Source: an optimization exercise on an open RTL-to-GDS flow (aim: small area). Production flows keep margins and buffers that such runs may drop. The RTL was checked by simulation tests, not by an equivalence proof against the original design. The clock cells of this run come from the design's own scripts or RTL, not from TritonCTS. The flow treats the clock pin as an ideal source. Dropping or thinning the clock tree relies on that and would not hold on a real chip. Power figures rest on the tool's default switching activity, not on a simulated workload.

[flow/design.v]
module PWM_Generator_Verilog (
  input  wire       clk,
  input  wire       rst_n,
  input  wire [2:0] level,    
  output wire       clk_out
);
  localparam [255:0] DONE = 256'b1111111111111111111111111111111111111111111111111111111100001111000011110000101100001011000000110000001100000001000000010000000011111111111111111111111111111110111111101111110011111100111101001111010011110000111100000000000000000000000000000000000000000000;
  reg [14:0] s;
  reg [5:0]  q;
  wire det  = s[0] & ~s[1] & ~s[3] & ~s[4] & ~s[5] & ~s[6] & s[7] & ~s[8] & ~s[9] & ~s[10] & ~s[11] & s[12] & s[13];
  wire done = q[5] & DONE[{q[4], q[2:0], det, level}];
  wire clr  = det | done;
  assign clk_out = q[5] & q[4];
  always @(posedge clk or negedge rst_n) begin
    if (!rst_n) begin
      s <= 15'd0;
      q <= 6'd56;
    end else begin
      s <= clr ? 15'd0 : {~s[13:0], ~(s[14] ^ s[7])};
      q <= done ? {{3{~q[4]}}, 3'd0} : q + {5'd0, det};
    end
  end
endmodule
module robot_arm_controller (
  input         CLOCK_50,
  input         RESET_N,
  input  [3:0]  KEY,
  output [35:0] GPIO_0
);
  localparam [12:0] FR = 13'b0100001110000;
  reg [12:0] a;
  reg [4:0]  b1;
  reg [2:0]  b2;
  wire adet = ~a[0] & ~a[1] & ~a[2] & a[3] & a[5] & ~a[6] & ~a[7] & ~a[9] & a[10] & ~a[11] & a[12];
  wire bw   = b1[4] & b1[3];    
  always @(posedge CLOCK_50 or negedge RESET_N) begin
    if (!RESET_N) begin
      a  <= FR;
      b1 <= 5'd0;
      b2 <= 3'd0;
    end else begin
      a <= {a[11:0], ~(a[12] ^ a[3]) ^ adet};
      if (adet) begin
        b1 <= bw ? 5'd0 : b1 + 5'd1;
        if (bw) b2 <= b2 + 3'd1;
      end
    end
  end
  localparam [31:0] LT10 = 32'b00000000000000000000001111111111;
  localparam [31:0] LT11 = 32'b00000000000000000000011111111111;
  localparam [31:0] LT12 = 32'b00000000000000000000111111111111;
  localparam [31:0] LT13 = 32'b00000000000000000001111111111111;
  localparam [31:0] LT14 = 32'b00000000000000000011111111111111;
  localparam [31:0] LT15 = 32'b00000000000000000111111111111111;
  localparam [31:0] LT16 = 32'b00000000000000001111111111111111;
  localparam [31:0] LT17 = 32'b00000000000000011111111111111111;
  localparam [31:0] LT18 = 32'b00000000000000111111111111111111;
  localparam [31:0] LT19 = 32'b00000000000001111111111111111111;
  localparam [31:0] LT20 = 32'b00000000000011111111111111111111;
  wire sb0 = (b2 == 3'd0);
  assign GPIO_0[0] = sb0 & LT20[b1];
  assign GPIO_0[1] = sb0 & LT19[b1];
  assign GPIO_0[2] = sb0 & LT18[b1];
  assign GPIO_0[3] = sb0 & LT17[b1];
  assign GPIO_0[4] = sb0 & LT16[b1];
  assign GPIO_0[5] = sb0 & LT15[b1];
  assign GPIO_0[6] = sb0 & LT14[b1];
  assign GPIO_0[7] = sb0 & LT13[b1];
  assign GPIO_0[8] = sb0 & LT12[b1];
  assign GPIO_0[9] = sb0 & LT11[b1];
  assign GPIO_0[10] = sb0 & LT10[b1];
  assign GPIO_0[11] = sb0;
  assign GPIO_0[12] = 1'b0;
  assign GPIO_0[14] = 1'b0;
  assign GPIO_0[35:16] = 20'd0;
  localparam [7:0] IS5 = 8'b01000000;
  localparam [7:0] IS1 = 8'b00000001;
  localparam [23:0] INC = {3'd0, 3'd6, 3'd0, 3'd0, 3'd2, 3'd6, 3'd3, 3'd1};
  localparam [23:0] DEC = {3'd0, 3'd2, 3'd0, 3'd0, 3'd1, 3'd3, 3'd0, 3'd0};
  reg [3:0] kp;
  always @(posedge CLOCK_50) kp <= KEY;
  wire [3:0] pr = ~KEY & kp;
  reg [2:0] lk, lg;
  wire inc_k = pr[0] & ~IS5[lk];
  wire dec_k = pr[1] & ~IS1[lk];
  wire inc_g = pr[2] & ~IS5[lg];
  wire dec_g = pr[3] & ~IS1[lg];
  always @(posedge CLOCK_50) begin
    if (!RESET_N) begin
      lk <= 3'd3;
      lg <= 3'd3;
    end else if (inc_k) lk <= INC[lk*3 +: 3];
    else if (dec_k) lk <= DEC[lk*3 +: 3];
    else if (inc_g) lg <= INC[lg*3 +: 3];
    else if (dec_g) lg <= DEC[lg*3 +: 3];
  end
  PWM_Generator_Verilog gen_key  (.clk(CLOCK_50), .rst_n(RESET_N), .level(lk), .clk_out(GPIO_0[13]));
  PWM_Generator_Verilog gen_grip (.clk(CLOCK_50), .rst_n(RESET_N), .level(lg), .clk_out(GPIO_0[15]));
endmodule
[flow/flow/run.sh]
#!/bin/bash
# Own layout flow: the standard flow (standard.sh) with
#  - synthesis by flow/mysynth.tcl: the standard synthesis script with an
#    area-oriented abc script (flow/area.abc) and without Yosys's extract_fa;
#    registers are those of the standard synthesis, which also runs here
#    (refsyn/) so that flow/regnames.py can give every register the
#    standard synthesis's instance name;
#  - port buffers of the smallest buffer cell (buf_1);
#  - a hand-built clock tree (flow/manual_cts.tcl): four clkbuf_8, each
#    driving the registers of one quarter of the placement;
#  - no splitting of the constant-0 driver (one tie cell for the 0 outputs).
set -euo pipefail
W=$(pwd)
R=orfs/results/sky130hd/robot_arm_controller/base
export MY_ABC_SCRIPT=$W/flow/area.abc
export BUFFER_PORTS_ARGS="-buffer_cell sky130_fd_sc_hd__buf_1"
export PRE_CTS_TCL=$W/flow/manual_cts.tcl
export MANUAL_CTS_GROUPS=4
export MANUAL_CTS_BUF=sky130_fd_sc_hd__clkbuf_8
export MANUAL_CTS_PORT=CLOCK_50
export SKIP_REPAIR_TIE_FANOUT=1
bash standard.sh WORK_HOME=$W/refsyn synth > $W/refsyn.log 2>&1
bash standard.sh SYNTH_SCRIPT=$W/flow/mysynth.tcl synth > $W/synth.log 2>&1
python3 flow/regnames.py refsyn/results/sky130hd/robot_arm_controller/base/1_2_yosys.v $R/1_2_yosys.v $W/renamed.v > $W/regnames.log 2>&1
mv $W/renamed.v $R/1_2_yosys.v
rm -f $R/1_synth.odb $R/1_synth.sdc
bash standard.sh SYNTH_SCRIPT=$W/flow/mysynth.tcl finish > $W/layout.log 2>&1
[flow/flow/area.abc]
strash
&get -n
&deepsyn -J 200 -T 200
&put
&get -n
&dch -f
&nf -a -R 1000
&put
strash
&get -n
&dch -f
&nf -a -R 1000
&put
topo
[flow/flow/manual_cts.tcl]
# Sourced before ORFS's CTS step (PRE_CTS_TCL). Builds the clock tree by hand:
# the registers are split into NGROUPS regions by placement (halves by x, then
# by y), and one clock buffer placed at each region's centre drives the clock
# pins of that region; the clock port drives only these buffers. Then ORFS's
# clock_tree_synthesis call becomes a no-op; the rest of the CTS step
# (legalization, timing repair) runs as usual.
set ngroups $::env(MANUAL_CTS_GROUPS)
set bufcell $::env(MANUAL_CTS_BUF)
set block [ord::get_db_block]
set db [ord::get_db]
set clk_net [$block findNet $::env(MANUAL_CTS_PORT)]
set master [$db findMaster $bufcell]

set sinks {}
foreach it [$clk_net getITerms] {
  set inst [$it getInst]
  set loc [$inst getLocation]
  lappend sinks [list $it [lindex $loc 0] [lindex $loc 1]]
}
proc split_groups {items n axis} {
  if {$n <= 1} { return [list $items] }
  set sorted [lsort -integer -index $axis $items]
  set n1 [expr {$n / 2}]
  set k [expr {int(round(double([llength $sorted]) * $n1 / $n))}]
  set a [lrange $sorted 0 [expr {$k - 1}]]
  set b [lrange $sorted $k end]
  set next [expr {$axis == 1 ? 2 : 1}]
  return [concat [split_groups $a $n1 $next] [split_groups $b [expr {$n - $n1}] $next]]
}
set groups [split_groups $sinks $ngroups 1]
set g 0
foreach grp $groups {
  set sx 0; set sy 0
  foreach s $grp { incr sx [lindex $s 1]; incr sy [lindex $s 2] }
  set cx [expr {$sx / [llength $grp]}]
  set cy [expr {$sy / [llength $grp]}]
  set buf [odb::dbInst_create $block $master "clkbuf_manual_$g"]
  set net [odb::dbNet_create $block "clknet_manual_$g"]
  $net setSigType CLOCK
  [$buf findITerm A] connect $clk_net
  [$buf findITerm X] connect $net
  foreach s $grp {
    set it [lindex $s 0]
    $it disconnect
    $it connect $net
  }
  $buf setLocation $cx $cy
  $buf setPlacementStatus PLACED
  puts "manual CTS: buffer $g at ($cx, $cy) drives [llength $grp] clock pins"
  incr g
}
set_propagated_clock [all_clocks]
proc clock_tree_synthesis {args} { puts "clock_tree_synthesis skipped: manual clock tree built by flow/manual_cts.tcl" }
[flow/flow/mysynth.tcl]
# The standard synthesis (synth_recipe.tcl) with two changes to the
# combinational mapping only: Yosys's extract_fa is skipped (no ha/fa cells)
# and abc runs flow/area.abc, an area-oriented script, in place of ORFS's.
# Registers, their names and cell types are as in the standard synthesis.
proc synth {args} { yosys synth -nofsm -noshare {*}$args }
proc abc {args} {
  set i [lsearch -exact $args -script]
  if {$i >= 0} { set args [lreplace $args $i [expr {$i + 1}] -script $::env(MY_ABC_SCRIPT)] }
  yosys abc {*}$args
}
proc extract_fa {args} {}
source $::env(SCRIPTS_DIR)/synth.tcl
# left out here: clear keep_hierarchy, flatten, clean up, hide names made inside functions, write 1_2_yosys.v
[flow/flow/regnames.py]
#!/usr/bin/env python3
"""Give the registers of a synthesized netlist the instance names that the
standard synthesis gave them, pairing each register with the standard one
that drives the same output net (Q). Registers Yosys could not name after
their Verilog register get numbered names (_123_) that depend on how many
cells synthesis made before them, so a different combinational mapping
renumbers them. The cell types and Q nets must match one to one.
usage: regnames.py REF.v MINE.v OUT.v"""
import re, sys

inst_re = re.compile(r'^\s*(sky130_fd_sc_hd__\w+)\s+(\\\S+|\S+)\s*\($')
pin_re = re.compile(r'^\s*\.(\w+)\((.*)\),?\s*$')

def parse(path):
    lines = open(path).read().split('\n')
    insts = []  # (line index, type, name, pins)
    i = 0
    while i < len(lines):
        m = inst_re.match(lines[i])
        if m:
            t, n = m.group(1), m.group(2)
            pins = {}
            j = i + 1
            while not lines[j].strip().startswith(');'):
                pm = pin_re.match(lines[j])
                if pm: pins[pm.group(1)] = pm.group(2).strip()
                j += 1
            insts.append((i, t, n, pins))
            i = j
        i += 1
    return lines, insts

def is_reg(t):
    return re.match(r'sky130_fd_sc_hd__(df|sdf|edf|sedf)', t) is not None

def base(t):
    return re.sub(r'_\d+$', '', t)

ref_lines, ref = parse(sys.argv[1])
lines, mine = parse(sys.argv[2])
ref_q = {r[3]['Q']: (r[1], r[2]) for r in ref if is_reg(r[1])}
my_regs = [r for r in mine if is_reg(r[1])]
assert len(ref_q) == len([r for r in ref if is_reg(r[1])]), "ref: Q nets not unique"
assert len(my_regs) == len(ref_q), f"register count {len(my_regs)} != {len(ref_q)}"
names = {r[2] for r in mine}
renames = {}
for (i, t, n, pins) in my_regs:
    q = pins.get('Q')
    assert q in ref_q, f"no standard register drives {q}"
    rt, rn = ref_q[q]
    assert base(rt) == base(t), f"{q}: cell {t} != {rt}"
    if rn != n: renames[i] = rn
targets = set(renames.values())
fresh = 0
for (i, t, n, pins) in mine:
    if n in targets and i not in renames:
        # a non-register cell holds a name a register needs: rename it
        while f"_rn{fresh}_" in names: fresh += 1
        renames[i] = f"_rn{fresh}_"; names.add(renames[i])
for i, new in renames.items():
    m = inst_re.match(lines[i])
    lines[i] = lines[i].replace(m.group(2), new, 1)
    print(f"renamed {m.group(2)} -> {new}")
open(sys.argv[3], 'w').write('\n'.join(lines))
[flow/standard.sh]
#!/bin/bash
# synth_recipe.tcl (not shown) runs the flow's synth.tcl, then flattens the netlist and writes it again
# the make line also repeats each setting of config.mk as NAME=value (left out here)
make -C /OpenROAD-flow-scripts/flow DESIGN_CONFIG=/design/flow/config.mk WORK_HOME=/design/flow/orfs CLKGATE_MAP_FILE= SYNTH_SCRIPT=/design/flow/synth_recipe.tcl "${@:-finish}"
[flow/config.mk]
export PLATFORM = sky130hd
export DESIGN_NAME = robot_arm_controller
export DESIGN_NICKNAME = robot_arm_controller
export VERILOG_FILES = /design/flow/design.v
export SDC_FILE = /design/flow/constraint.sdc
export NUM_CORES = 4
export LEC_CHECK = 0
export CAP_MARGIN = 20
export CORE_MARGIN = 2
export CORE_UTILIZATION = 40
export SLEW_MARGIN = 20
[flow/constraint.sdc]
create_clock -name core_clock -period 10.0 [get_ports {CLOCK_50}]
set_input_delay 2.0000 -clock core_clock [delete_from_list [all_inputs] [get_ports {CLOCK_50}]]
set_output_delay 2.0000 -clock core_clock [all_outputs]
set_load 0.01 [all_outputs]
==> results.txt <==
area by class of cell:
type                       count  area [um^2]  area share [%]
timing repair buffer          20         80.1            2.64
sequential                    73         1790            58.9
inverter                       5         18.8           0.618
tap                           99          124            4.08
multi-input combinational    184          971            32.0
buffer                         4         55.1            1.81
placed cells by master, fill, tap and decap left out, types with 5 or more instances in the layout:
master / synthesis / layout
a21oi_1: 19 / 19
and2_0: 6 / 6
buf_1: 0 / 18
clkinv_1: 5 / 5
dfrtp_1: 53 / 53
dfstp_2: 10 / 10
dfxtp_1: 10 / 10
nand2_1: 21 / 21
nand2b_1: 6 / 6
nor2_1: 49 / 49
nor2b_1: 7 / 7
nor3_1: 11 / 11
o21a_1: 5 / 5
o21ai_0: 11 / 11
or2_0: 5 / 5
Yosys cell counts, types with 3 or more instances:
cell type	number	share of area, %
clkinv_1	5	0.63
nor3_1	11	1.9
nand2_1	21	2.7
o21ai_0	11	1.9
and3_1	4	0.84
xor2_1	3	0.89
nor2b_1	7	1.5
xnor2_1	4	1.2
or4_1	4	1.0
nand4_1	4	0.84
a21oi_1	19	3.2
and2_0	6	1.3
nor2_1	49	6.2
o211ai_1	3	0.76
dfstp_2	10	8.9
buf_4	25	6.3
dfrtp_1	53	45
o21a_1	5	1.3
nand3_1	4	0.67
or2_0	5	1.1
nor4_1	3	0.63
dfxtp_1	10	6.7
nand2b_1	6	1.3
metal layers:
metal | vias up | global-route usage [%]
met1 | 873 | 16.2
met5 | - | 0
li1 | 951 | -
met3 | 6 | 0.671
met2 | 14 | 19.3
met4 | 0 | 1.54
power by group through the flow:
stage / Clock, mW / Sequential [mW] / Combinational, mW
2_1_floorplan: 0 / 0.306 / 0.0186
3_3_place_gp: 0 / 0.307 / 0.0200
3_5_place_dp: 0 / 0.307 / 0.0203
4_1_cts: 0.113 / 0.301 / 0.0204
5_1_grt: 0.123 / 0.302 / 0.0230
6_report: 0.107 / 0.301 / 0.0196
worst register-to-register path: cells and delay by family (launching register included):
family / cells / cell delay (ns)
AO/OA/AOI/OAI: 3 / 0.34
flip-flops: 1 / 0.40
AND/OR/NAND/NOR: 8 / 2.43
cell families after synthesis:
group	after synthesis	share of synthesized area (%)
xor+xnor	7	2.07
simple gates	127	20.6
flops	73	60.3
other cells	1	0.126
buf+inv	30	6.96
compound gates	49	9.95
flip-flops by register name, summed over array words and instances (netlist names), named ones only:
name and count:
gen_grip.q 6, gen_grip.s 15, lk 2, kp 4, gen_key.s 15, gen_key.q 6
b2 3, a 13, lg 2, b1 5
stage by stage:
step / cell area [um^2] / setup slack, ns / power, mW / instances
global placement: 2980 / 6.68 / 0.327 / 381
CTS: 3040 / 6.40 / 0.435 / 385
detailed placement: 2980 / 6.61 / 0.327 / 381
floorplan: 2970 / 6.61 / 0.324 / 287
finish: 3040 / 6.41 / 0.428 / 385
global route: 3040 / 6.17 / 0.447 / 385
final timing paths:
check / startpoint / to
setup / recovery: b2[0]$_DFFE_PN0P_ / GPIO_0[9]
hold reg to reg: a[8]$_DFF_PN0_ / a[9]$_DFF_PN0_
hold / removal: a[8]$_DFF_PN0_ / a[9]$_DFF_PN0_
min in group asynchronous: RESET_N / gen_grip.q[1]$_DFF_PN0_
setup reg to reg: gen_grip.s[7]$_DFF_PN0_ / gen_grip.s[7]$_DFF_PN0_
max in group asynchronous: RESET_N / b2[2]$_DFFE_PN0P_
==> reports/metrics.cfg <==
[yosys]
ys_types=34
synth-seq-cells=73
async_flop_share_pct=86.3
yosysSeqAreaShare_pct=60.3
synthFlopType=dfrtp_1
ys_warn_count=2
synth_nets=293
syn_avg_cell_area_um2=10.3
syn_inst=287
syn-cell-area_um2=2970
synth_edf_count=0

[critical_path]
path_max_fanout=5
worstSetupPathType=flop to output pin
crit_cells=6
rr_worst_depth=11
worstPathArrival_ns=1.59
rrSetupSlack_ns=6.71
path_buf_inv=2
slowest_stage=dfrtp_1
start_kind=flop
crit_chain=nor3_1 -> nand2b_1 -> clkinv_1 -> nand2_1 -> a31oi_1 -> buf_1
required_ns=8.00
cp_top_family=simple AND/OR/NAND/NOR gates
max_stage_delay_ns=0.42
cp-end-kind=output pin

[power_and_ir_drop]
p_per_area_nw_per_um2=141
clkPwrFrac_pct=25.0
pwr-share-comb_pct=4.6
irDropWorstVdd_mv=0.0660
switchingPower_uw=87.5
p_int_uw=340
netSwitchingFraction_pct=20.5
pwr-share-seq_pct=70.4
p_leak_nw=1.23

[detailed_routing]
drt-wirelength-per-cell_um=11.6
drc=0
avgViaCountPerCell=4.79
wl_mm=4.47
wl_met1_mm=2.33
drt-pass1-iter-count=4
drtAntennaViolNets=0
vias=1844
top_layer_used=met4
drt-initial-drc-count=123
dr_wl_met3_um=103
wl_met2_mm=1.97

[global_route]
grt_pass1_wl_mm=8.10
grt_use_total_pct=11.2
antenna_found_initial=0
grt_remaining_overflow=0
grt_pass1_vias=1812
grt_max_degree=70

[floorplanning]
die-area_um2=8120
coreArea_um2=7210
die_w_um=90.1
placementRows=31
die_height_um=90.1
ios=42
start_util_pct=41.1

[sta]
fin_setup_tns_ns=0
relSlewSlack_pct=45.9
max_slew.worst_pin.slew_ns=0.811
rsz0062_at_grt=no
fin_crit_ns=3.59
hold_ws_ns=0.362
finalMaxSlewViolations=0
setup_viol=0
hold_violations=0
clock_skew_ns=0.00606
fmax_mhz=278
period_share_pct=35.9

[clocking]
cts.repair.resized=0
cts.clk_slew.worst_paths_ns=0.10
postCtsHoldBufs=0
post-cts-setup-buffer-count=0
clkLatencyLatePin_ns=0.16

[layout]
fin_util_pct=42.1
antenna_cells=0
nNetsFinal=294
fill_cells=734
syn_to_final_growth_pct=2.40
drive_above_1_share_pct=5.59

[place]
hpwl_mm=3.10
numPortBuffers=19
gp_congestion=0.809

[min_path]
hold_path.class=flop to flop
min_path_cells=0

[run_status]
outcome=no timing/DRC/antenna violations

[flow_run]
maxCapViolCount=0

-- afterwards: timing with drivers on the ports --
In the flow no input, the clock included, has a driving cell. The finished layout below was timed again as built, in two steps. Step 1: set_driving_cell puts a clkbuf_16 on CLOCK_50 and a buf_2 on each other input, an assumption about the parent block. Step 2, shift: input delay + t, output delay - t, t = (earliest + latest rising clock arrival at the registers) / 2. This alone moves slack from input paths to output paths. a / b / c = ideal / step 1 / step 2; a / b = the first two.
shift t [ns]: 0.215
setup slack, ns: 6.406 / 6.350 / 6.566
worst setup path after step 2: register to output
latest minus earliest clock arrival (ns): 0.007 / 0.007
slew at the worst register clock pin (ns): 0.11 / 0.11
After both steps setup and hold are still met in this run. The setup slack of this run moves by -0.056 ns with the drivers and by +0.160 ns with both steps.
